From an optimization exercise on the open Yosys and OpenROAD flow, aimed at small area and a short achievable clock period; shortcuts taken in it are not production practice.
The RTL was checked by simulation tests, not by an equivalence proof against the original design.
Power and IR drop assume default switching activity.

==> flow/design.v <==
module lzc54(input [53:0] x, output [5:0] n);
    wire [63:0] v = {x, 10'h3ff};    
    wire [63:0] z0 = ~v;
    wire [31:0] z1 = {z0[63], z0[61], z0[59], z0[57], z0[55], z0[53], z0[51], z0[49], z0[47], z0[45], z0[43], z0[41], z0[39], z0[37], z0[35], z0[33], z0[31], z0[29], z0[27], z0[25], z0[23], z0[21], z0[19], z0[17], z0[15], z0[13], z0[11], z0[9], z0[7], z0[5], z0[3], z0[1]} & {z0[62], z0[60], z0[58], z0[56], z0[54], z0[52], z0[50], z0[48], z0[46], z0[44], z0[42], z0[40], z0[38], z0[36], z0[34], z0[32], z0[30], z0[28], z0[26], z0[24], z0[22], z0[20], z0[18], z0[16], z0[14], z0[12], z0[10], z0[8], z0[6], z0[4], z0[2], z0[0]};
    wire [31:0] c1 = {z0[63], z0[61], z0[59], z0[57], z0[55], z0[53], z0[51], z0[49], z0[47], z0[45], z0[43], z0[41], z0[39], z0[37], z0[35], z0[33], z0[31], z0[29], z0[27], z0[25], z0[23], z0[21], z0[19], z0[17], z0[15], z0[13], z0[11], z0[9], z0[7], z0[5], z0[3], z0[1]};
    wire [15:0] z2 = {z1[31], z1[29], z1[27], z1[25], z1[23], z1[21], z1[19], z1[17], z1[15], z1[13], z1[11], z1[9], z1[7], z1[5], z1[3], z1[1]} & {z1[30], z1[28], z1[26], z1[24], z1[22], z1[20], z1[18], z1[16], z1[14], z1[12], z1[10], z1[8], z1[6], z1[4], z1[2], z1[0]};
    wire [15:0] cl2 = (({{1{z1[31]}}, {1{z1[29]}}, {1{z1[27]}}, {1{z1[25]}}, {1{z1[23]}}, {1{z1[21]}}, {1{z1[19]}}, {1{z1[17]}}, {1{z1[15]}}, {1{z1[13]}}, {1{z1[11]}}, {1{z1[9]}}, {1{z1[7]}}, {1{z1[5]}}, {1{z1[3]}}, {1{z1[1]}}} & {c1[30:30], c1[28:28], c1[26:26], c1[24:24], c1[22:22], c1[20:20], c1[18:18], c1[16:16], c1[14:14], c1[12:12], c1[10:10], c1[8:8], c1[6:6], c1[4:4], c1[2:2], c1[0:0]}) | (~{{1{z1[31]}}, {1{z1[29]}}, {1{z1[27]}}, {1{z1[25]}}, {1{z1[23]}}, {1{z1[21]}}, {1{z1[19]}}, {1{z1[17]}}, {1{z1[15]}}, {1{z1[13]}}, {1{z1[11]}}, {1{z1[9]}}, {1{z1[7]}}, {1{z1[5]}}, {1{z1[3]}}, {1{z1[1]}}} & {c1[31:31], c1[29:29], c1[27:27], c1[25:25], c1[23:23], c1[21:21], c1[19:19], c1[17:17], c1[15:15], c1[13:13], c1[11:11], c1[9:9], c1[7:7], c1[5:5], c1[3:3], c1[1:1]}));
    wire [31:0] c2 = {z1[31], cl2[15:15], z1[29], cl2[14:14], z1[27], cl2[13:13], z1[25], cl2[12:12], z1[23], cl2[11:11], z1[21], cl2[10:10], z1[19], cl2[9:9], z1[17], cl2[8:8], z1[15], cl2[7:7], z1[13], cl2[6:6], z1[11], cl2[5:5], z1[9], cl2[4:4], z1[7], cl2[3:3], z1[5], cl2[2:2], z1[3], cl2[1:1], z1[1], cl2[0:0]};
    wire [7:0] z3 = {z2[15], z2[13], z2[11], z2[9], z2[7], z2[5], z2[3], z2[1]} & {z2[14], z2[12], z2[10], z2[8], z2[6], z2[4], z2[2], z2[0]};
    wire [15:0] cl3 = (({{2{z2[15]}}, {2{z2[13]}}, {2{z2[11]}}, {2{z2[9]}}, {2{z2[7]}}, {2{z2[5]}}, {2{z2[3]}}, {2{z2[1]}}} & {c2[29:28], c2[25:24], c2[21:20], c2[17:16], c2[13:12], c2[9:8], c2[5:4], c2[1:0]}) | (~{{2{z2[15]}}, {2{z2[13]}}, {2{z2[11]}}, {2{z2[9]}}, {2{z2[7]}}, {2{z2[5]}}, {2{z2[3]}}, {2{z2[1]}}} & {c2[31:30], c2[27:26], c2[23:22], c2[19:18], c2[15:14], c2[11:10], c2[7:6], c2[3:2]}));
    wire [23:0] c3 = {z2[15], cl3[15:14], z2[13], cl3[13:12], z2[11], cl3[11:10], z2[9], cl3[9:8], z2[7], cl3[7:6], z2[5], cl3[5:4], z2[3], cl3[3:2], z2[1], cl3[1:0]};
    wire [3:0] z4 = {z3[7], z3[5], z3[3], z3[1]} & {z3[6], z3[4], z3[2], z3[0]};
    wire [11:0] cl4 = (({{3{z3[7]}}, {3{z3[5]}}, {3{z3[3]}}, {3{z3[1]}}} & {c3[20:18], c3[14:12], c3[8:6], c3[2:0]}) | (~{{3{z3[7]}}, {3{z3[5]}}, {3{z3[3]}}, {3{z3[1]}}} & {c3[23:21], c3[17:15], c3[11:9], c3[5:3]}));
    wire [15:0] c4 = {z3[7], cl4[11:9], z3[5], cl4[8:6], z3[3], cl4[5:3], z3[1], cl4[2:0]};
    wire [1:0] z5 = {z4[3], z4[1]} & {z4[2], z4[0]};
    wire [7:0] cl5 = (({{4{z4[3]}}, {4{z4[1]}}} & {c4[11:8], c4[3:0]}) | (~{{4{z4[3]}}, {4{z4[1]}}} & {c4[15:12], c4[7:4]}));
    wire [9:0] c5 = {z4[3], cl5[7:4], z4[1], cl5[3:0]};
    wire [0:0] z6 = {z5[1]} & {z5[0]};
    wire [4:0] cl6 = (({{5{z5[1]}}} & {c5[4:0]}) | (~{{5{z5[1]}}} & {c5[9:5]}));
    wire [5:0] c6 = {z5[1], cl6[4:0]};
    assign n = c6;
endmodule
module add54(input [53:0] x, input [53:0] y, input cin, output [53:0] s);
    wire [53:0] p0 = x ^ y;
    wire [53:0] g0 = {x[53:1] & y[53:1], (x[0] & y[0]) | (p0[0] & cin)};
    wire [53:0] gs0 = {g0[52], 1'b0, g0[50], 1'b0, g0[48], 1'b0, g0[46], 1'b0, g0[44], 1'b0, g0[42], 1'b0, g0[40], 1'b0, g0[38], 1'b0, g0[36], 1'b0, g0[34], 1'b0, g0[32], 1'b0, g0[30], 1'b0, g0[28], 1'b0, g0[26], 1'b0, g0[24], 1'b0, g0[22], 1'b0, g0[20], 1'b0, g0[18], 1'b0, g0[16], 1'b0, g0[14], 1'b0, g0[12], 1'b0, g0[10], 1'b0, g0[8], 1'b0, g0[6], 1'b0, g0[4], 1'b0, g0[2], 1'b0, g0[0], 1'b0};
    wire [53:0] ps0 = {p0[52], 1'b1, p0[50], 1'b1, p0[48], 1'b1, p0[46], 1'b1, p0[44], 1'b1, p0[42], 1'b1, p0[40], 1'b1, p0[38], 1'b1, p0[36], 1'b1, p0[34], 1'b1, p0[32], 1'b1, p0[30], 1'b1, p0[28], 1'b1, p0[26], 1'b1, p0[24], 1'b1, p0[22], 1'b1, p0[20], 1'b1, p0[18], 1'b1, p0[16], 1'b1, p0[14], 1'b1, p0[12], 1'b1, p0[10], 1'b1, p0[8], 1'b1, p0[6], 1'b1, p0[4], 1'b1, p0[2], 1'b1, p0[0], 1'b1};
    wire [53:0] g1 = g0 | (p0 & gs0);
    wire [53:0] p1 = p0 & ps0;
    wire [53:0] gs1 = {1'b0, 1'b0, g1[49], g1[49], 1'b0, 1'b0, g1[45], g1[45], 1'b0, 1'b0, g1[41], g1[41], 1'b0, 1'b0, g1[37], g1[37], 1'b0, 1'b0, g1[33], g1[33], 1'b0, 1'b0, g1[29], g1[29], 1'b0, 1'b0, g1[25], g1[25], 1'b0, 1'b0, g1[21], g1[21], 1'b0, 1'b0, g1[17], g1[17], 1'b0, 1'b0, g1[13], g1[13], 1'b0, 1'b0, g1[9], g1[9], 1'b0, 1'b0, g1[5], g1[5], 1'b0, 1'b0, g1[1], g1[1], 1'b0, 1'b0};
    wire [53:0] ps1 = {1'b1, 1'b1, p1[49], p1[49], 1'b1, 1'b1, p1[45], p1[45], 1'b1, 1'b1, p1[41], p1[41], 1'b1, 1'b1, p1[37], p1[37], 1'b1, 1'b1, p1[33], p1[33], 1'b1, 1'b1, p1[29], p1[29], 1'b1, 1'b1, p1[25], p1[25], 1'b1, 1'b1, p1[21], p1[21], 1'b1, 1'b1, p1[17], p1[17], 1'b1, 1'b1, p1[13], p1[13], 1'b1, 1'b1, p1[9], p1[9], 1'b1, 1'b1, p1[5], p1[5], 1'b1, 1'b1, p1[1], p1[1], 1'b1, 1'b1};
    wire [53:0] g2 = g1 | (p1 & gs1);
    wire [53:0] p2 = p1 & ps1;
    wire [53:0] gs2 = {g2[51], g2[51], 1'b0, 1'b0, 1'b0, 1'b0, g2[43], g2[43], g2[43], g2[43], 1'b0, 1'b0, 1'b0, 1'b0, g2[35], g2[35], g2[35], g2[35], 1'b0, 1'b0, 1'b0, 1'b0, g2[27], g2[27], g2[27], g2[27], 1'b0, 1'b0, 1'b0, 1'b0, g2[19], g2[19], g2[19], g2[19], 1'b0, 1'b0, 1'b0, 1'b0, g2[11], g2[11], g2[11], g2[11], 1'b0, 1'b0, 1'b0, 1'b0, g2[3], g2[3], g2[3], g2[3], 1'b0, 1'b0, 1'b0, 1'b0};
    wire [53:0] ps2 = {p2[51], p2[51], 1'b1, 1'b1, 1'b1, 1'b1, p2[43], p2[43], p2[43], p2[43], 1'b1, 1'b1, 1'b1, 1'b1, p2[35], p2[35], p2[35], p2[35], 1'b1, 1'b1, 1'b1, 1'b1, p2[27], p2[27], p2[27], p2[27], 1'b1, 1'b1, 1'b1, 1'b1, p2[19], p2[19], p2[19], p2[19], 1'b1, 1'b1, 1'b1, 1'b1, p2[11], p2[11], p2[11], p2[11], 1'b1, 1'b1, 1'b1, 1'b1, p2[3], p2[3], p2[3], p2[3], 1'b1, 1'b1, 1'b1, 1'b1};
    wire [53:0] g3 = g2 | (p2 & gs2);
    wire [53:0] p3 = p2 & ps2;
    wire [53:0] gs3 = {1'b0, 1'b0, 1'b0, 1'b0, 1'b0, 1'b0, g3[39], g3[39], g3[39], g3[39], g3[39], g3[39], g3[39], g3[39], 1'b0, 1'b0, 1'b0, 1'b0, 1'b0, 1'b0, 1'b0, 1'b0, g3[23], g3[23], g3[23], g3[23], g3[23], g3[23], g3[23], g3[23], 1'b0, 1'b0, 1'b0, 1'b0, 1'b0, 1'b0, 1'b0, 1'b0, g3[7], g3[7], g3[7], g3[7], g3[7], g3[7], g3[7], g3[7], 1'b0, 1'b0, 1'b0, 1'b0, 1'b0, 1'b0, 1'b0, 1'b0};
    wire [53:0] ps3 = {1'b1, 1'b1, 1'b1, 1'b1, 1'b1, 1'b1, p3[39], p3[39], p3[39], p3[39], p3[39], p3[39], p3[39], p3[39], 1'b1, 1'b1, 1'b1, 1'b1, 1'b1, 1'b1, 1'b1, 1'b1, p3[23], p3[23], p3[23], p3[23], p3[23], p3[23], p3[23], p3[23], 1'b1, 1'b1, 1'b1, 1'b1, 1'b1, 1'b1, 1'b1, 1'b1, p3[7], p3[7], p3[7], p3[7], p3[7], p3[7], p3[7], p3[7], 1'b1, 1'b1, 1'b1, 1'b1, 1'b1, 1'b1, 1'b1, 1'b1};
    wire [53:0] g4 = g3 | (p3 & gs3);
    wire [53:0] p4 = p3 & ps3;
    wire [53:0] gs4 = {g4[47], g4[47], g4[47], g4[47], g4[47], g4[47], 1'b0, 1'b0, 1'b0, 1'b0, 1'b0, 1'b0, 1'b0, 1'b0, 1'b0, 1'b0, 1'b0, 1'b0, 1'b0, 1'b0, 1'b0, 1'b0, g4[15], g4[15], g4[15], g4[15], g4[15], g4[15], g4[15], g4[15], g4[15], g4[15], g4[15], g4[15], g4[15], g4[15], g4[15], g4[15], 1'b0, 1'b0, 1'b0, 1'b0, 1'b0, 1'b0, 1'b0, 1'b0, 1'b0, 1'b0, 1'b0, 1'b0, 1'b0, 1'b0, 1'b0, 1'b0};
    wire [53:0] ps4 = {p4[47], p4[47], p4[47], p4[47], p4[47], p4[47], 1'b1, 1'b1, 1'b1, 1'b1, 1'b1, 1'b1, 1'b1, 1'b1, 1'b1, 1'b1, 1'b1, 1'b1, 1'b1, 1'b1, 1'b1, 1'b1, p4[15], p4[15], p4[15], p4[15], p4[15], p4[15], p4[15], p4[15], p4[15], p4[15], p4[15], p4[15], p4[15], p4[15], p4[15], p4[15], 1'b1, 1'b1, 1'b1, 1'b1, 1'b1, 1'b1, 1'b1, 1'b1, 1'b1, 1'b1, 1'b1, 1'b1, 1'b1, 1'b1, 1'b1, 1'b1};
    wire [53:0] g5 = g4 | (p4 & gs4);
    wire [53:0] p5 = p4 & ps4;
    wire [53:0] gs5 = {g5[31], g5[31], g5[31], g5[31], g5[31], g5[31], g5[31], g5[31], g5[31], g5[31], g5[31], g5[31], g5[31], g5[31], g5[31], g5[31], g5[31], g5[31], g5[31], g5[31], g5[31], g5[31], 1'b0, 1'b0, 1'b0, 1'b0, 1'b0, 1'b0, 1'b0, 1'b0, 1'b0, 1'b0, 1'b0, 1'b0, 1'b0, 1'b0, 1'b0, 1'b0, 1'b0, 1'b0, 1'b0, 1'b0, 1'b0, 1'b0, 1'b0, 1'b0, 1'b0, 1'b0, 1'b0, 1'b0, 1'b0, 1'b0, 1'b0, 1'b0};
    wire [53:0] ps5 = {p5[31], p5[31], p5[31], p5[31], p5[31], p5[31], p5[31], p5[31], p5[31], p5[31], p5[31], p5[31], p5[31], p5[31], p5[31], p5[31], p5[31], p5[31], p5[31], p5[31], p5[31], p5[31], 1'b1, 1'b1, 1'b1, 1'b1, 1'b1, 1'b1, 1'b1, 1'b1, 1'b1, 1'b1, 1'b1, 1'b1, 1'b1, 1'b1, 1'b1, 1'b1, 1'b1, 1'b1, 1'b1, 1'b1, 1'b1, 1'b1, 1'b1, 1'b1, 1'b1, 1'b1, 1'b1, 1'b1, 1'b1, 1'b1, 1'b1, 1'b1};
    wire [53:0] g6 = g5 | (p5 & gs5);
    wire [53:0] p6 = p5 & ps5;
    assign s = p0 ^ {g6[52:0], cin};
endmodule
module add12(input [11:0] x, input [11:0] y, input cin, output [11:0] s);
    wire [11:0] p0 = x ^ y;
    wire [11:0] g0 = {x[11:1] & y[11:1], (x[0] & y[0]) | (p0[0] & cin)};
    wire [11:0] gs0 = {g0[10], 1'b0, g0[8], 1'b0, g0[6], 1'b0, g0[4], 1'b0, g0[2], 1'b0, g0[0], 1'b0};
    wire [11:0] ps0 = {p0[10], 1'b1, p0[8], 1'b1, p0[6], 1'b1, p0[4], 1'b1, p0[2], 1'b1, p0[0], 1'b1};
    wire [11:0] g1 = g0 | (p0 & gs0);
    wire [11:0] p1 = p0 & ps0;
    wire [11:0] gs1 = {g1[9], g1[9], 1'b0, 1'b0, g1[5], g1[5], 1'b0, 1'b0, g1[1], g1[1], 1'b0, 1'b0};
    wire [11:0] ps1 = {p1[9], p1[9], 1'b1, 1'b1, p1[5], p1[5], 1'b1, 1'b1, p1[1], p1[1], 1'b1, 1'b1};
    wire [11:0] g2 = g1 | (p1 & gs1);
    wire [11:0] p2 = p1 & ps1;
    wire [11:0] gs2 = {1'b0, 1'b0, 1'b0, 1'b0, g2[3], g2[3], g2[3], g2[3], 1'b0, 1'b0, 1'b0, 1'b0};
    wire [11:0] ps2 = {1'b1, 1'b1, 1'b1, 1'b1, p2[3], p2[3], p2[3], p2[3], 1'b1, 1'b1, 1'b1, 1'b1};
    wire [11:0] g3 = g2 | (p2 & gs2);
    wire [11:0] p3 = p2 & ps2;
    wire [11:0] gs3 = {g3[7], g3[7], g3[7], g3[7], 1'b0, 1'b0, 1'b0, 1'b0, 1'b0, 1'b0, 1'b0, 1'b0};
    wire [11:0] ps3 = {p3[7], p3[7], p3[7], p3[7], 1'b1, 1'b1, 1'b1, 1'b1, 1'b1, 1'b1, 1'b1, 1'b1};
    wire [11:0] g4 = g3 | (p3 & gs3);
    wire [11:0] p4 = p3 & ps3;
    assign s = p0 ^ {g4[10:0], cin};
endmodule
module sigadd(input [53:0] x, input [53:0] y, input cin, output [53:0] sum);
    add54 u_add(.x(x), .y(y), .cin(cin), .s(sum));
endmodule
module magcmp52(input [51:0] a, input [51:0] b, output gt);
    wire [63:0] g0 = {12'd0, b & ~a};
    wire [63:0] e0 = {12'hfff, ~(a ^ b)};
    wire [31:0] g1 = {g0[63], g0[61], g0[59], g0[57], g0[55], g0[53], g0[51], g0[49], g0[47], g0[45], g0[43], g0[41], g0[39], g0[37], g0[35], g0[33], g0[31], g0[29], g0[27], g0[25], g0[23], g0[21], g0[19], g0[17], g0[15], g0[13], g0[11], g0[9], g0[7], g0[5], g0[3], g0[1]} | ({e0[63], e0[61], e0[59], e0[57], e0[55], e0[53], e0[51], e0[49], e0[47], e0[45], e0[43], e0[41], e0[39], e0[37], e0[35], e0[33], e0[31], e0[29], e0[27], e0[25], e0[23], e0[21], e0[19], e0[17], e0[15], e0[13], e0[11], e0[9], e0[7], e0[5], e0[3], e0[1]} & {g0[62], g0[60], g0[58], g0[56], g0[54], g0[52], g0[50], g0[48], g0[46], g0[44], g0[42], g0[40], g0[38], g0[36], g0[34], g0[32], g0[30], g0[28], g0[26], g0[24], g0[22], g0[20], g0[18], g0[16], g0[14], g0[12], g0[10], g0[8], g0[6], g0[4], g0[2], g0[0]});
    wire [31:0] e1 = {e0[63], e0[61], e0[59], e0[57], e0[55], e0[53], e0[51], e0[49], e0[47], e0[45], e0[43], e0[41], e0[39], e0[37], e0[35], e0[33], e0[31], e0[29], e0[27], e0[25], e0[23], e0[21], e0[19], e0[17], e0[15], e0[13], e0[11], e0[9], e0[7], e0[5], e0[3], e0[1]} & {e0[62], e0[60], e0[58], e0[56], e0[54], e0[52], e0[50], e0[48], e0[46], e0[44], e0[42], e0[40], e0[38], e0[36], e0[34], e0[32], e0[30], e0[28], e0[26], e0[24], e0[22], e0[20], e0[18], e0[16], e0[14], e0[12], e0[10], e0[8], e0[6], e0[4], e0[2], e0[0]};
    wire [15:0] g2 = {g1[31], g1[29], g1[27], g1[25], g1[23], g1[21], g1[19], g1[17], g1[15], g1[13], g1[11], g1[9], g1[7], g1[5], g1[3], g1[1]} | ({e1[31], e1[29], e1[27], e1[25], e1[23], e1[21], e1[19], e1[17], e1[15], e1[13], e1[11], e1[9], e1[7], e1[5], e1[3], e1[1]} & {g1[30], g1[28], g1[26], g1[24], g1[22], g1[20], g1[18], g1[16], g1[14], g1[12], g1[10], g1[8], g1[6], g1[4], g1[2], g1[0]});
    wire [15:0] e2 = {e1[31], e1[29], e1[27], e1[25], e1[23], e1[21], e1[19], e1[17], e1[15], e1[13], e1[11], e1[9], e1[7], e1[5], e1[3], e1[1]} & {e1[30], e1[28], e1[26], e1[24], e1[22], e1[20], e1[18], e1[16], e1[14], e1[12], e1[10], e1[8], e1[6], e1[4], e1[2], e1[0]};
    wire [7:0] g3 = {g2[15], g2[13], g2[11], g2[9], g2[7], g2[5], g2[3], g2[1]} | ({e2[15], e2[13], e2[11], e2[9], e2[7], e2[5], e2[3], e2[1]} & {g2[14], g2[12], g2[10], g2[8], g2[6], g2[4], g2[2], g2[0]});
    wire [7:0] e3 = {e2[15], e2[13], e2[11], e2[9], e2[7], e2[5], e2[3], e2[1]} & {e2[14], e2[12], e2[10], e2[8], e2[6], e2[4], e2[2], e2[0]};
    wire [3:0] g4 = {g3[7], g3[5], g3[3], g3[1]} | ({e3[7], e3[5], e3[3], e3[1]} & {g3[6], g3[4], g3[2], g3[0]});
    wire [3:0] e4 = {e3[7], e3[5], e3[3], e3[1]} & {e3[6], e3[4], e3[2], e3[0]};
    wire [1:0] g5 = {g4[3], g4[1]} | ({e4[3], e4[1]} & {g4[2], g4[0]});
    wire [1:0] e5 = {e4[3], e4[1]} & {e4[2], e4[0]};
    wire [0:0] g6 = {g5[1]} | ({e5[1]} & {g5[0]});
    wire [0:0] e6 = {e5[1]} & {e5[0]};
    assign gt = g6[0];
endmodule
module dfa_pre(
    input  [63:0] a, input [63:0] b,
    output        sx,         
    output [10:0] ex,         
    output [51:0] mx,         
    output [52:0] ty,         
    output [5:0]  dsh,        
    output        big,        
    output        sub,        
    output        tie,        
    output        hz,         
    output        lzero       
);
    wire [10:0] ea = a[62:52], eb = b[62:52];
    wire [11:0] dab, dba;
    add12 u_dab(.x({1'b0, ea}), .y({1'b1, ~eb}), .cin(1'b1), .s(dab));
    add12 u_dba(.x({1'b0, eb}), .y({1'b1, ~ea}), .cin(1'b1), .s(dba));
    wire        swe = dab[11];                  
    wire [10:0] d   = swe ? dba[10:0] : dab[10:0];
    wire        mgt;                            
    magcmp52 u_cmp(.a(a[51:0]), .b(b[51:0]), .gt(mgt));
    assign      tie = (ea == eb) & mgt;
    wire        az = ~|a[62:0], bz = ~|b[62:0];
    assign      hz  = az & bz;
    assign      sx  = swe ? b[63] : a[63];
    assign ex   = swe ? eb : ea;
    assign mx   = swe ? b[51:0] : a[51:0];
    assign ty   = swe ? {|ea, a[51:0]} : {|eb, b[51:0]};
    assign dsh  = d[5:0];
    assign big  = |d[10:6];
    assign sub  = a[63] ^ b[63];
    assign lzero = az | bz;
endmodule
module dfa_post(
    input         sx, input [10:0] ex, input [51:0] mx, input [52:0] ty,
    input  [5:0]  dsh, input big, input sub, input tie, input hz, input lzero,
    output [52:0] p,          
    output [1:0]  k,          
    output [11:0] se,         
    output        inf         
);
    wire        invx = sub & tie;               
    wire        invy = sub & ~tie;              
    wire        s1 = sx ^ (sub & (tie | hz));
    assign      inf = &ex;                      
    wire [52:0] tx = {|ex, mx};
    wire [52:0] t3 = ty >> (dsh | {6{big}});     
    wire [53:0] sum;
    sigadd u_add(.x({invx, tx ^ {53{invx}}}), .y({invy, t3 ^ {53{invy}}}), .cin(sub), .sum(sum));
    wire [5:0]  sh;
    lzc54 u_lzc(.x({sum[53], sum[52] | lzero, sum[51:0]}), .n(sh));
    wire        zres = sh[5] & sh[4] & sh[2] & sh[1];    
    wire [53:0] nrm4 = sum << {sh[5:2], 2'b00};
    assign      p = nrm4[52:0];
    assign      k = sh[1:0];
    wire [10:0] e1p = ex + 11'd1;
    wire [4:0]  eh1 = e1p[10:6] - 5'd1;
    wire [6:0]  el  = {1'b0, e1p[5:0]} - {1'b0, sh};
    wire [10:0] e   = {el[6] ? eh1 : e1p[10:6], el[5:0]};
    assign se[11]   = ~inf & ~zres & s1;
    assign se[10:0] = inf ? 11'h7ff : (zres ? 11'd0 : e);
endmodule
module dfa_out(input [52:0] p, input [1:0] k, input inf, output [51:0] m);
    wire [52:0] q = p << k;
    assign m = {52{inf}} | q[52:1];
endmodule
module fp64_add(input clk, input [63:0] a, input [63:0] b, output [63:0] s);
    wire        sx_d, big_d, sub_d, tie_d, hz_d, lzero_d;
    wire [10:0] ex_d;
    wire [51:0] mx_d;
    wire [52:0] ty_d;
    wire [5:0]  dsh_d;
    reg         sx_q, big_q, sub_q, tie_q, hz_q, lzero_q;
    reg  [10:0] ex_q;
    reg  [51:0] mx_q;
    reg  [52:0] ty_q;
    reg  [5:0]  dsh_q;
    wire [52:0] p_d;
    wire [1:0]  k_d;
    wire [11:0] se_d;
    wire        inf_d;
    reg  [52:0] p_q;
    reg  [1:0]  k_q;
    reg  [11:0] se_q;
    reg         inf_q;
    dfa_pre  u_pre(.a(a), .b(b), .sx(sx_d), .ex(ex_d), .mx(mx_d), .ty(ty_d), .dsh(dsh_d), .big(big_d),
                   .sub(sub_d), .tie(tie_d), .hz(hz_d), .lzero(lzero_d));
    dfa_post u_post(.sx(sx_q), .ex(ex_q), .mx(mx_q), .ty(ty_q), .dsh(dsh_q), .big(big_q), .sub(sub_q),
                    .tie(tie_q), .hz(hz_q), .lzero(lzero_q), .p(p_d), .k(k_d), .se(se_d), .inf(inf_d));
    dfa_out  u_out(.p(p_q), .k(k_q), .inf(inf_q), .m(s[51:0]));
    assign s[63:52] = se_q;
    always @(posedge clk) begin
        sx_q    <= sx_d;
        ex_q    <= ex_d;
        mx_q    <= mx_d;
        ty_q    <= ty_d;
        dsh_q   <= dsh_d;
        big_q   <= big_d;
        sub_q   <= sub_d;
        tie_q   <= tie_d;
        hz_q    <= hz_d;
        lzero_q <= lzero_d;
        p_q     <= p_d;
        k_q     <= k_d;
        se_q    <= se_d;
        inf_q   <= inf_d;
    end
endmodule
==> flow/flow/run.sh <==
#!/bin/bash
# Layout flow: the standard flow with an area-oriented ABC mapping script
# (flow/abc.script replaces ORFS's abc_speed.script; registers unchanged),
# plain buffers on the ports, a denser floorplan, and timing repair that
# aims for setup slack of 21.5 ns at the design's clock.
set -euo pipefail
cp -r "$FLOW_HOME/scripts" scripts_mod
cp flow/abc.script scripts_mod/abc_speed.script
bash standard.sh SCRIPTS_DIR="$PWD/scripts_mod" \
  "BUFFER_PORTS_ARGS=-buffer_cell sky130_fd_sc_hd__buf_1" \
  CORE_UTILIZATION=45 SETUP_SLACK_MARGIN=21.5 CTS_BUF_LIST=sky130_fd_sc_hd__clkbuf_8 ADDER_MAP_FILE= finish > standard.log 2>&1
==> flow/flow/abc.script <==
strash
&get -n
&dch
&nf -R 1000
&put
topo
stime -c
==> flow/standard.sh <==
#!/bin/bash
# synth_recipe.tcl (not shown) runs the flow's synth.tcl, then flattens the netlist and writes it again
# the make line also repeats each setting of config.mk as NAME=value (left out here)
make -C /OpenROAD-flow-scripts/flow DESIGN_CONFIG=/design/flow/config.mk WORK_HOME=/design/flow/orfs CLKGATE_MAP_FILE= SYNTH_SCRIPT=/design/flow/synth_recipe.tcl "${@:-finish}"
==> flow/config.mk <==
export PLATFORM = sky130hd
export DESIGN_NAME = fp64_add
export DESIGN_NICKNAME = fp64_add
export VERILOG_FILES = /design/flow/design.v
export SDC_FILE = /design/flow/constraint.sdc
export NUM_CORES = 4
export LEC_CHECK = 0
export CAP_MARGIN = 20
export CORE_MARGIN = 2
export CORE_UTILIZATION = 25
export SLEW_MARGIN = 20
==> flow/constraint.sdc <==
create_clock -name core_clock -period 30.0 [get_ports {clk}]
set_input_delay 6.0000 -clock core_clock [delete_from_list [all_inputs] [get_ports {clk}]]
set_output_delay 6.0000 -clock core_clock [all_outputs]
set_load 0.01 [all_outputs]
==> results of run 1 <==
[area by class of cell]
cell class	count	area (um2)
Fill cell	3670	17100
Sequential cell	196	3930
Clock inverter	15	188
Inverter	104	393
Clock buffer	17	234
Multi-Input combinational cell	2050	12700
Tap cell	468	586
Timing Repair Buffer	242	1280
[flip-flops by register name, summed over array words and instances (netlist names)]
name and count:
p_q 53, ty_q 53, mx_q 52, se_q 12
ex_q 11, dsh_q 6, k_q 2, big_q 1
hz_q 1, inf_q 1, lzero_q 1, sub_q 1
sx_q 1, tie_q 1
[cells in the final DEF (no fill, tap or decap), drive strengths merged, types with 19 or more instances in the layout]
cell type  count
xnor2        131
and2          19
o21ai        270
nor4          41
maj3          21
buf          232
clkinv       110
nor2         198
nor3          42
mux2          33
o221ai        19
mux2i        141
a21oi        195
nand3         32
xor2         143
nor2b         41
dfxtp        196
nand2        481
o211ai        24
clkbuf        27
or2           24
nand2b        34
[per-stage QoR]
stage	power, mW	setup WS (ns)	util (%)
6_report	1.42	21.66	53.1
5_1_grt	1.53	21.43	53.1
4_1_cts	1.39	21.46	51.5
3_5_place_dp	1.20	20.43	49.9
3_3_place_gp	1.19	20.57	49.9
2_1_floorplan	0.937	20.13	-
[power groups by stage]
stage	clock network, mW	registers [mW]	logic [mW]
2_1_floorplan	0	0.389	0.548
3_3_place_gp	0	0.389	0.806
3_5_place_dp	0	0.389	0.812
4_1_cts	0.186	0.383	0.819
5_1_grt	0.197	0.389	0.940
6_report	0.183	0.382	0.853
[worst max-delay path, cell delays in order]
cell	delay, ns
buf_1	0.18
nor2b_2	0.18
a21oi_2	0.05
maj3_2	0.32
o21ai_2	0.17
a31oi_1	0.14
nand2b_1	0.18
o211a_1	0.15
o21ai_2	0.16
nand2_4	0.13
and2_4	0.26
or3_1	0.35
o21ai_1	0.10
xnor2_1	0.10
nor3_1	0.14
nand3_1	0.15
[final timing paths]
kind               from        to  slack, ns  cells past startpoint
setup / recovery  b[53]     big_q      21.66                     16
hold / removal     sx_q  se_q[11]       0.60                      2
hold reg to reg    sx_q  se_q[11]       0.60                      2
setup reg to reg  big_q   se_q[5]      21.93                     39
[per-layer routing]
metal / share of wire (%) / vias up / routed length [um] / global-route usage [%]
met5: 0 / - / 0 / 0
met4: 4.4 / 0 / 2580 / 13.1
met3: 4.6 / 128 / 2730 / 2.90
met2: 47 / 583 / 27700 / 49.2
met1: 44 / 8126 / 25900 / 37.8
li1: - / 8780 / - / -
[cell families (layout without fill, tap and decap cells)]
group	Yosys count	count (layout)
flops	196	196
xor+xnor	274	274
simple gates	971	973
buf+inv	104	378
fa+ha+maj	21	21
mux	174	174
compound gates	608	608
[timing repair]
| item | 4_1_cts | 5_1_grt |
|---|---|---|
| pin swaps | 3 | 27 |
| setup buffers | 4 | 17 |
| setup endpoints to repair | 90 | 120 |
| resized for setup | 27 | 75 |
| cloned | 1 | 9 |
==> results.yml, run 1 <==
routing:
  drc_errors: 0
  routedWlPerCell_um: 19.1
  first_pass_iters: 9
  postRouteWirelength_um: 58900
  vias_per_cell: 5.70
  vias: 17600
  drtIter0Drc: 1342
  detail-route-antenna-nets: 0
sta:
  fin_crit_sh_pct: 27.8
  maxSlewViolCount: 0
  holdWs_ns: 0.598
  hold_violations: 0
  finalSetupViolations: 0
  max_freq_ghz: 0.120
  grt_setup_unrepaired: "no"
  finalCriticalPeriod_ns: 8.34
  fin_setup_tns_ns: 0
  worst_slew_pin_slew_ns: 0.974
  finalClockSkew_ns: 0.0284
  relSlewSlack_pct: 34.8
floorplan:
  dieHeight_um: 195
  start_util_pct: 45.3
  io_pins: 193
  die_area_um2: 38200
  rows: 70
  die_x_um: 195
  core_um2: 36300
clock_tree:
  clk_latency_ns: 0.55
  clkTransAtPathRegs_ns: 0.12
  clockRootBuffer: "clkbuf_8"
  cts_buffer_depth: 2
  cts_hold_buffers: 0
  numClockSinks: 196
  h-tree-depth: 4
  cts_buffers: 17
  cts_tree: "yes"
finish:
  instances_no_fill: 3092
  area_delta_synth_final_pct: 17.1
  num_antenna_cells: 0
  finalInstanceArea_um2: 19300
  drive_gt1_share_pct: 6.90
  nNetsFinal: 2740
synthesis:
  synth_edf_count: 0
  yosys.area.top_type: "dfxtp_1"
  synthSimpleGateAreaFrac_pct: 26.2
  synthCells: 2348
  muxShareOfSynthArea_pct: 10.8
  ys_top_cells_by_area: "dfxtp_1 24%, nand2_1 11%, mux2i_1 8.6%"
  synth_top_family_by_area: "simple AND/OR/NAND/NOR gates"
  synth_most_common_cell: "nand2_1"
  ys_seq_area_share_pct: 23.8
  synth_top_area_share_pct: 23.8
  ys.flop_type: "dfxtp_1"
  synth_adder_area_share_pct: 1.28
  synth_compound_area_share_pct: 20.9
  synth_cell_types: 49
  synthArstFlopShare_pct: 0
  syn_area_um2: 16500
  syn_avg_cell_area_um2: 7.02
  yosys_warnings: 1
  synth_nets: 2477
  synth_xor_area_share_pct: 14.6
  synth_common_cells: "480 x nand2_1, 270 x o21ai_0, 197 x nor2_1"
  ys_ff_latch: 196
power:
  p_sw_share_pct: 50.6
  pwr-share-clk_pct: 12.9
  leakagePower_nw: 7.45
  combPwrFrac_pct: 60.1
  p_switching_mw: 0.717
  vdd_drop_max_uv: 37.7
  powerDensity_nw_per_um2: 73.5
  p_int_mw: 0.701
  seqPwrFrac_pct: 27.0
grt:
  grt_first_pass_wirelength_um: 87700
  grt_max_degree: 118
  antenna_found_initial: 0
  first_global_vias: 15800
  overflow: 0
  grt_use_total_pct: 29.2
flow_run:
  max-cap-violations: 0
critical_path:
  worstSetupStartpointType: "input pin"
  path_max_fanout: 16
  arrival_ns: 8.76
  end_kind: "flop"
  worst_ep_required_time_ns: 30.42
  crit_type: "in2reg"
placement:
  placed_cell_area_um2: 18100
  dp_cells: 3029
  port_buffers: 192
  gp_congestion: 0.976
  dp_hpwl_um: 45500
status:
  status: "timing/DRC/antenna clean"
min_path:
  hold_path_class: "reg2reg"
==> run 2, diff against run 1 <==
==> flow/flow/abc.script (replaced) <==
strash
dch
map -a
topo
stime -c
==> results.yml, run 2 <==
status:
  status: "timing/DRC/antenna clean"
clock_tree:
  clkTransAtPathRegs_ns: 0.12
  h-tree-depth: 4
  cts_tree: "yes"
  cts_buffers: 17
  clockRootBuffer: "clkbuf_8"
  cts_buffer_depth: 2
  clk_latency_ns: 0.52
  numClockSinks: 196
sta:
  worst_slew_pin_slew_ns: 1.06
  maxSlewViolCount: 0
  max_freq_ghz: 0.120
  hold_violations: 0
  fin_setup_tns_ns: 0
  fin_crit_sh_pct: 27.7
  finalClockSkew_ns: 0.0233
  finalCriticalPeriod_ns: 8.30
  grt_setup_unrepaired: "no"
  relSlewSlack_pct: 29.1
  finalSetupViolations: 0
routing:
  drc_errors: 0
  detail-route-antenna-nets: 0
  first_pass_iters: 6
  vias_per_cell: 5.45
  vias: 20000
  postRouteWirelength_um: 61200
  routedWlPerCell_um: 16.7
  drtIter0Drc: 2002
grt:
  grt_use_total_pct: 31.0
  antenna_found_initial: 0
  grt_max_degree: 109
  overflow: 0
  first_global_vias: 17800
  grt_first_pass_wirelength_um: 94400
floorplan:
  rows: 70
  dieHeight_um: 197
  die_x_um: 197
  die_area_um2: 38800
  start_util_pct: 45.7
  core_um2: 36700
  io_pins: 193
finish:
  finalInstanceArea_um2: 19400
  layout_common_cells: "734 x nand2_1, 413 x nor2_1, 410 x o21ai_0, 405 x clkinv_1"
  num_antenna_cells: 0
  nNetsFinal: 3323
  area_delta_synth_final_pct: 15.7
  largest_registers: "p_q (53), ty_q (53), mx_q (52)"
  final_common_cell: "nand2_1"
  seqCellArea_um2: 3930
  drive_gt1_share_pct: 5.49
  fillers: 4002
  multi_input_area_um2: 11600
placement:
  gp_congestion: 1.01
  port_buffers: 192
  dp_hpwl_um: 48300
  placed_cell_area_um2: 18400
synthesis:
  ys_ff_latch: 196
  syn_area_um2: 16800
  synth_edf_count: 0
  ys.flop_type: "dfxtp_1"
  synth_most_common_cell: "nand2_1"
  yosys_warnings: 1
  synthArstFlopShare_pct: 0
  ys_seq_area_share_pct: 23.4
  syn_avg_cell_area_um2: 5.71
  ys_top_cells_by_area: "dfxtp_1 23%, nand2_1 17%, o21ai_0 13%"
  synth_cell_types: 40
  synthCells: 2935
  synth_common_cells: "741 x nand2_1, 440 x o21ai_0, 433 x nor2_1"
  yosys.area.top_type: "dfxtp_1"
  synth_nets: 3064
  synth_top_area_share_pct: 23.4
critical_path:
  end_kind: "flop"
  worst_ep_required_time_ns: 30.44
  cpLargestDelayFamily: "buffers and inverters"
  critPathBufInv: 6
  path_cells: "buf_1 > clkinv_8 > nor2_4 > nor2_4 > a21oi_2 > clkinv_2 > a21oi_2 > o21ai_1 > clkinv_1 > o21ai_2 > nand2_1 > a21oi_4 > nor2_4 > buf_12 > buf_16 > nor2_1 > a21oi_1"
  crit_type: "in2reg"
  path_max_fanout: 108
  worstSetupStartpointType: "input pin"
  rrSetupSlack_ns: 22.17
  arrival_ns: 8.74
  slowest_delay_ns: 0.34
  cpMaxStageDelayCell: "buf_12"
  crit_top_cell: "nor2_4"
power:
  vdd_drop_max_uv: 39.7
  leakagePower_nw: 7.62
  powerDensity_nw_per_um2: 69.5
flow_run:
  max-cap-violations: 0
min_path:
  hold_path_class: "reg2reg"
-- run 2: cell types whose count changed in the layout (fill, tap and decap cells not counted), sizes merged, moves of 34 or more --
| cell | previous run | this run |
|---|---|---|
| clkinv | 110 | 422 |
| nand2 | 481 | 742 |
| nor2 | 198 | 436 |
| o21ai | 270 | 440 |
| mux2i | 141 | 15 |
| nand3 | 32 | 100 |
| xnor2 | 131 | 66 |
| nor2b | 41 | 0 |
| xor2 | 143 | 103 |
| nand2b | 34 | 0 |
-- run 2: timing repair --
item	in CTS	in global routing
resized for setup	30	76
buffers inserted	2	21
hold buffers	0	0
gates cloned	4	5
endpoints found under the hold margin	0	0
pin swaps	4	9
endpoints found under the setup margin	175	128
-- run 2: kinds of logic after synthesis --
kind of cell    count (synthesis)  share of synthesized area [%]
compound gates                754                           24.4
xor+xnor                      169                           8.83
buf+inv                       425                           9.51
flops                         196                           23.4
mux                            16                          0.962
simple gates                 1375                           32.9
-- run 2: worst min-delay path, stage by stage, from the launching register on --
cell and delay [ns]:
dfxtp_1 0.33, xor2_1 0.18, nor3_1 0.07
-- run 2: through the flow --
step | hold WS, ns | utilization (%) | std cells | power (mW) | setup slack (ns)
6_report | 0.609 | 52.9 | 3675 | 1.35 | 21.70
5_1_grt | 0.646 | 52.9 | 3675 | 1.47 | 21.43
4_1_cts | 0.636 | 51.6 | 3649 | 1.33 | 21.49
3_5_place_dp | 0.611 | 50.1 | 3611 | 1.15 | 19.73
3_3_place_gp | 0.595 | 50.1 | 3611 | 1.14 | 19.99
2_1_floorplan | 0.525 | - | 2935 | 0.904 | 19.56
-- run 2: path summary, 6_finish.rpt --
check,cells after the start,startpoint,to
worst max register to register,47,big_q,p_q[48]
worst min register to register,2,sx_q,se_q[11]
worst max-delay path,17,a[54],mx_q[40]
worst min-delay path,2,sx_q,se_q[11]
-- run 2: layout make-up --
cell class                      instances  share of cell area [%]
Timing Repair Buffer                  233                    5.88
Sequential cell                       196                    20.3
Tap cell                              468                    3.02
Multi-Input combinational cell       2321                    60.0
Clock inverter                         15                   0.832
Clock buffer                           17                    1.21
Inverter                              425                    8.83
-- run 2: where the power goes --
part	total (mW)	switching (mW)	leakage, nW	internal, mW
clock	0.173	0.111	0.196	0.0623
combinational	0.799	0.545	5.78	0.253
sequential	0.377	0.0469	1.65	0.330
total	1.35	0.703	7.62	0.645
-- run 2: layer usage --
metal,global-route usage [%],vias to the layer above,part of all wire [%]
li1,-,10200,-
met1,43.6,9062,47
met2,50.9,668,45
met3,3.86,62,6.3
met4,6.04,0,1.6
met5,0,-,0
==> run 3, diff against run 2 <==
--- a/flow/flow/run.sh
+++ b/flow/flow/run.sh
@@ -9,3 +9,3 @@
 bash standard.sh SCRIPTS_DIR="$PWD/scripts_mod" \
   "BUFFER_PORTS_ARGS=-buffer_cell sky130_fd_sc_hd__buf_1" \
-  CORE_UTILIZATION=45 SETUP_SLACK_MARGIN=21.5 CTS_BUF_LIST=sky130_fd_sc_hd__clkbuf_8 ADDER_MAP_FILE= finish > standard.log 2>&1
+  CORE_UTILIZATION=45 SETUP_SLACK_MARGIN=21.5 ADDER_MAP_FILE= finish > standard.log 2>&1
==> flow/flow/abc.script (replaced) <==
strash
&get -n
&dch
&nf -R 1000
&put
topo
stime -c
==> results.yml, run 3 <==
sta:
  finalSetupViolations: 0
  finalClockSkew_ns: 0.0140
  holdWs_ns: 0.598
  worst_slew_pin_slew_ns: 0.994
  finalCriticalPeriod_ns: 8.34
  maxSlewViolCount: 0
  grt_setup_unrepaired: "no"
  max_freq_ghz: 0.120
  fin_setup_tns_ns: 0
  relSlewSlack_pct: 33.5
  hold_violations: 0
  fin_crit_sh_pct: 27.8
clock_tree:
  cts_buffer_depth: 2
  clkTransAtPathRegs_ns: 0.08
  clk_latency_ns: 0.47
  cts_buffers: 17
  numClockSinks: 196
  cts_tree: "yes"
  clockRootBuffer: "clkbuf_16"
  cts_hold_buffers: 0
  h-tree-depth: 4
synthesis:
  synthArstFlopShare_pct: 0
  ys_seq_area_share_pct: 23.8
  syn_area_um2: 16500
  ys.flop_type: "dfxtp_1"
  synth_most_common_cell: "nand2_1"
  ys_ff_latch: 196
  synth_top_area_share_pct: 23.8
  synth_nets: 2477
  ys_top_cells_by_area: "dfxtp_1 24%, nand2_1 11%, mux2i_1 8.6%"
  yosys.area.top_type: "dfxtp_1"
  synthCells: 2348
  synth_cell_types: 49
  synth_common_cells: "480 x nand2_1, 270 x o21ai_0, 197 x nor2_1"
  synth_edf_count: 0
  yosys_warnings: 1
  syn_avg_cell_area_um2: 7.02
grt:
  grt_use_total_pct: 29.5
  grt_max_degree: 117
  first_global_vias: 15900
  grt_first_pass_wirelength_um: 88600
  antenna_found_initial: 0
  overflow: 0
routing:
  routedWlPerCell_um: 19.2
  vias: 17700
  drc_errors: 0
  detail-route-antenna-nets: 0
  drtIter0Drc: 1442
  vias_per_cell: 5.71
  first_pass_iters: 6
  postRouteWirelength_um: 59500
finish:
  instances_no_fill: 3093
  layout_common_cells: "476 x nand2_1, 242 x o21ai_0, 191 x dfxtp_1, 188 x nor2_1, 187 x buf_1"
  utilization_pct: 53.7
  final_common_cell: "nand2_1"
  largest_registers: "p_q (53), ty_q (53), mx_q (52)"
  nNetsFinal: 2741
  area_delta_synth_final_pct: 18.4
  drive_gt1_share_pct: 7.09
  num_antenna_cells: 0
critical_path:
  end_kind: "flop"
  worstSetupStartpointType: "input pin"
  cpMaxStageDelayCell: "nor4_4"
  arrival_ns: 8.75
  slowest_delay_ns: 0.41
  crit_type: "in2reg"
  path_max_fanout: 5
  path_cells: "buf_4 > nor2b_4 > a21oi_2 > a21oi_2 > a21oi_1 > o2bb2ai_1 > maj3_2 > maj3_2 > o21ai_2 > a31oi_1 > o21ai_1 > nand4_1 > a21oi_4 > nor3_4 > nor4_4 > nor4_4 > nor3_2"
  worst_ep_required_time_ns: 30.41
placement:
  port_buffers: 192
  dp_cells: 3029
  gp_congestion: 0.976
  dp_hpwl_um: 45500
floorplan:
  core_um2: 36300
  die_x_um: 195
  dieHeight_um: 195
  rows: 70
  start_util_pct: 45.3
  io_pins: 193
  die_area_um2: 38200
power:
  leakagePower_nw: 7.55
  powerDensity_nw_per_um2: 75.7
  vdd_drop_max_uv: 47.0
  p_total_mw: 1.48
flow_run:
  max-cap-violations: 0
status:
  status: "timing/DRC/antenna clean"
min_path:
  hold_path_class: "reg2reg"
==> run 3: cell types whose count changed after synthesis, sizes merged, moves of 21 or more <==
| cell | change |
|---|---|
| o21ai | -170 |
| clkinv | -321 |
| nand3 | -65 |
| nand2 | -261 |
| xor2 | +40 |
| nor2 | -236 |
| mux2 | +32 |
| nor2b | +41 |
| nand2b | +34 |
| mux2i | +126 |
| xnor2 | +65 |
| maj3 | +21 |
==> run 3: cells by family (layout without fill, tap and decap cells) <==
logic type,count (synthesis),in the layout,share of synthesized area (%)
compound gates,608,608,20.9
buf+inv,104,378,2.37
simple gates,971,974,26.2
mux,174,174,10.8
xor+xnor,274,274,14.6
fa+ha+maj,21,21,1.28
flops,196,196,23.8
==> run 3: area by class of cell <==
cell class                 count  area [um2]
tap                          468         586
inverter                     104         393
clock buffer                  17         425
clock inverter                15         188
timing repair buffer         242        1280
fill                        3644       16800
multi-input combinational   2051       12700
sequential                   196        3930
==> run 3: worst paths after layout <==
check                           startpoint  endpoint  slack (ns)  cells after the start
worst max register to register       big_q   se_q[5]       21.92                     37
worst min-delay path                  sx_q  se_q[11]        0.60                      2
worst min register to register        sx_q  se_q[11]        0.60                      2
worst max-delay path                  a[2]     tie_q       21.66                     17
==> run 3: metrics by stage <==
| stage | cell area, um2 | setup WS (ns) |
|---|---|---|
| after floorplan | 16600 | 20.13 |
| after global placement | 18100 | 20.57 |
| after detailed placement | 18100 | 20.43 |
| after CTS | 18900 | 21.50 |
| after global routing | 19500 | 21.43 |
| final | 19500 | 21.66 |
==> run 3: critical path: cells and delay by family <==
kind,cells,cell delay [ns]
AOI/OAI and AO/OA,8,0.97
adders and majority gates,2,0.60
buffers and inverters,1,0.13
and+or+nand+nor,6,1.02
==> run 3: what timing repair did <==
item	CTS	global route
cloned	2	8
setup buffers	6	16
pin swaps	4	27
resized for setup	28	80
endpoints found under the hold margin	0	0
setup endpoints to repair	156	81
==> run 3: where the power goes <==
part | switching [mW] | internal, mW
combinational | 0.556 | 0.300
clock | 0.119 | 0.120
sequential | 0.0519 | 0.331
==> run 3: layer usage <==
metal | vias up | wire length, um | track usage (%) | share of wire, %
met5 | - | 0 | 0 | 0
met4 | 0 | 2320 | 12.6 | 3.9
met3 | 118 | 2550 | 2.78 | 4.3
met2 | 583 | 28200 | 50.0 | 47
met1 | 8191 | 26500 | 38.5 | 44
li1 | 8777 | - | - | -
==> run 4, diff against run 3 <==
==> flow/flow/run.sh (replaced) <==
#!/bin/bash
# Layout flow: the standard flow with an area-oriented ABC mapping script
# (flow/abc.script replaces ORFS's abc_speed.script; registers unchanged),
# plain buffers on the ports, a denser floorplan, and timing repair that
# aims for setup slack of 22 ns at the design's clock.
set -euo pipefail
cp -r "$FLOW_HOME/scripts" scripts_mod
cp flow/abc.script scripts_mod/abc_speed.script
bash standard.sh SCRIPTS_DIR="$PWD/scripts_mod" \
  "BUFFER_PORTS_ARGS=-buffer_cell sky130_fd_sc_hd__buf_1" \
  CORE_UTILIZATION=45 SETUP_SLACK_MARGIN=22 CTS_BUF_LIST=sky130_fd_sc_hd__clkbuf_8 ADDER_MAP_FILE= finish > standard.log 2>&1
==> results.yml, run 4 <==
status:
  status: "timing/DRC/antenna clean"
placement:
  dp_hpwl_um: 46400
  port_buffers: 192
  gp_congestion: 1.00
  dp_cells: 3032
synthesis:
  ys_top_cells_by_area: "dfxtp_1 24%, nand2_1 11%, mux2i_1 8.6%"
  yosys_warnings: 1
  syn_avg_cell_area_um2: 7.02
  ys_ff_latch: 196
  ys.flop_type: "dfxtp_1"
  synth_nets: 2477
  synth_common_cells: "480 x nand2_1, 270 x o21ai_0, 197 x nor2_1"
  ys_seq_area_share_pct: 23.8
  synth_edf_count: 0
  synth_most_common_cell: "nand2_1"
  yosys.area.top_type: "dfxtp_1"
  synth_top_area_share_pct: 23.8
  syn_area_um2: 16500
  synth_cell_types: 49
  synthCells: 2348
  synthArstFlopShare_pct: 0
floorplan:
  io_pins: 193
  start_util_pct: 45.3
  rows: 70
  dieHeight_um: 195
  core_um2: 36300
  die_area_um2: 38200
  die_x_um: 195
finish:
  instances_no_fill: 3232
  drive_gt1_share_pct: 25.5
  layout_common_cells: "380 x nand2_1, 191 x dfxtp_1, 177 x nor2_1, 155 x o21ai_0, 136 x xor2_1"
  utilization_pct: 63.0
  final_common_cell: "nand2_1"
  largest_registers: "p_q (53), ty_q (53), mx_q (52)"
  area_delta_synth_final_pct: 39.1
  nNetsFinal: 2880
  num_antenna_cells: 0
power:
  leakagePower_nw: 9.07
  powerDensity_nw_per_um2: 77.9
  vdd_drop_max_uv: 37.5
critical_path:
  crit-reg2reg-launch: "big_q"
  worst_ep_required_time_ns: 30.37
  crit_start: "b[52]"
  arrival_ns: 8.53
  cpMaxStageDelayCell: "maj3_2"
  slowest_delay_ns: 0.33
  worstSetupStartpointType: "input pin"
  crit_type: "in2reg"
  path_max_fanout: 6
  end_kind: "flop"
  path_cells: "buf_4 > nand2b_4 > a21oi_4 > maj3_2 > o21ai_4 > a31oi_4 > nand2b_4 > o211a_4 > o21ai_4 > nand2_4 > and2_4 > buf_6 > nand2_2 > o21ai_2 > a221oi_2 > xnor2_1 > nand3_2"
clock_tree:
  clk_latency_ns: 0.54
  cts_buffer_depth: 2
  clkTransAtPathRegs_ns: 0.11
  cts_tree: "yes"
  numClockSinks: 196
  cts_buffers: 17
  cts_hold_buffers: 0
  h-tree-depth: 4
  clockRootBuffer: "clkbuf_8"
grt:
  grt_use_met2_pct: 53.7
  grt_first_pass_wirelength_um: 94300
  gr-usage-met1_pct: 40.5
  grt_use_total_pct: 31.7
  use_met3_pct: 4.09
  overflow: 0
  antenna_found_initial: 2
  grt_max_degree: 104
  first_global_vias: 16600
  top_usage_layer: "met2"
routing:
  routedWlPerCell_um: 21.5
  drtIter0Drc: 1580
  detail-route-antenna-nets: 0
  drc_errors: 0
  vias: 18900
  postRouteWirelength_um: 69400
  vias_per_cell: 5.85
  first_pass_iters: 6
sta:
  finalClockSkew_ns: 0.0173
  holdWs_ns: 0.600
  finalCriticalPeriod_ns: 8.16
  max_freq_ghz: 0.123
  finalSetupViolations: 0
  fin_crit_sh_pct: 27.2
  worst_slew_pin_slew_ns: 1.19
  grt_setup_unrepaired: "yes"
  fin_setup_tns_ns: 0
  hold_violations: 0
  maxSlewViolCount: 0
  relSlewSlack_pct: 20.7
min_path:
  hold_path_class: "reg2reg"
  worstHoldStart: "sx_q"
flow_run:
  max-cap-violations: 0
## run 4: cell types whose count changed in the layout (fill, tap and decap cells not counted), sizes merged
cell	previous run	this run
dlymetal6s2s	0	1
buf	233	357
clkbuf	26	40
nand2	482	481
clkinvlp	0	1
inv	8	45
clkinv	110	72
and2	19	20
## run 4: cells by family after synthesis
kind of cell,count (synthesis),share of synthesized area [%]
simple gates,971,26.2
mux,174,10.8
fa+ha+maj,21,1.28
compound gates,608,20.9
buf+inv,104,2.37
flops,196,23.8
xor+xnor,274,14.6
## run 4: worst max-delay path: cells and delay by family
kind,cells,cell delay [ns]
adder cells (fa/ha/maj),1,0.33
buffers and inverters,2,0.27
XOR/XNOR,1,0.16
AND/OR/NAND/NOR,6,0.77
AO/OA/AOI/OAI,7,0.99
## run 4: power by group
group          total (mW)  internal [mW]  switching [mW]  leakage, nW
clock network       0.174         0.0679           0.107        0.198
logic                1.19          0.514           0.675         7.22
registers           0.422          0.331          0.0909         1.65
## run 4: area by class of cell
type,instances,area [um2]
Clock inverter,15,149
Sequential cell,196,3940
Tap cell,468,586
Clock buffer,17,234
Timing Repair Buffer,381,3210
Multi-Input combinational cell,2051,14400
Fill cell,3283,13400
Inverter,104,398
## run 4: metrics by stage
| stage | instance area [um2] | setup WS, ns | power (mW) |
|---|---|---|---|
| 3_3_place_gp | 18200 | 20.61 | 1.21 |
| 2_1_floorplan | 16700 | 20.13 | 0.939 |
| 3_5_place_dp | 18200 | 20.58 | 1.21 |
| 5_1_grt | 22900 | 21.71 | 1.88 |
| 4_1_cts | 19600 | 21.77 | 1.44 |
| 6_report | 22900 | 21.84 | 1.79 |
## run 4: path summary, 6_finish.rpt
kind	to	slack [ns]	depth (start not counted)
min	se_q[11]	0.60	2
max reg2reg	se_q[5]	22.10	37
max	big_q	21.84	17
min reg2reg	se_q[11]	0.60	2
## run 4: routing by layer
layer	wire length, um	up-vias
met1	28600	8889
li1	-	9073
met2	33000	762
met3	3480	192
met4	4370	2
met5	11	-
## run 4: timing repair
action / 4_1_cts / 5_1_grt
setup buffers: 32 / 98
cloned: 11 / 27
gates resized for setup: 123 / 616
setup endpoints to repair: 224 / 215
pin swaps: 41 / 88

[re-timing with driven ports]
No port has a modelled driver above. Below, the same layouts with a new extraction and two added sets of constraints.
Step 1 (the two cells are an assumption about what drives the block):
set clk [get_ports {clk}]
set_driving_cell -lib_cell sky130_fd_sc_hd__clkbuf_16 $clk
set_driving_cell -lib_cell sky130_fd_sc_hd__buf_2 [delete_from_list [all_inputs] $clk]
Step 2, shift: input delay + t, output delay - t, t = (earliest + latest rising clock arrival at the registers) / 2. This alone moves slack from input paths to output paths.
a / b / c = ideal ports / drivers / drivers and shift; a / b = the first two.
| run | t, ns | setup slack, ns | worst hold slack (ns) | worst setup path at the end | cell pins on the clock port's net |
|---|---|---|---|---|---|
| run 1 | 0.587 | 21.657 / 21.666 / 21.101 | 0.598 / 0.598 / 0.598 | input to register | 1 |
| run 2 | 0.565 | 21.697 / 21.720 / 21.155 | 0.609 / 0.609 / 0.609 | input to register | 1 |
| run 3 | 0.522 | 21.656 / 21.685 / 21.163 | 0.598 / 0.598 / 0.598 | input to register | 1 |
| run 4 | 0.579 | 21.840 / 21.825 / 21.257 | 0.600 / 0.600 / 0.600 | input to register | 1 |
After both steps setup and hold are still met in every run listed. For run 4, which loses most, drivers alone change the setup slack by -0.015 ns; drivers and shift together by -0.583 ns.
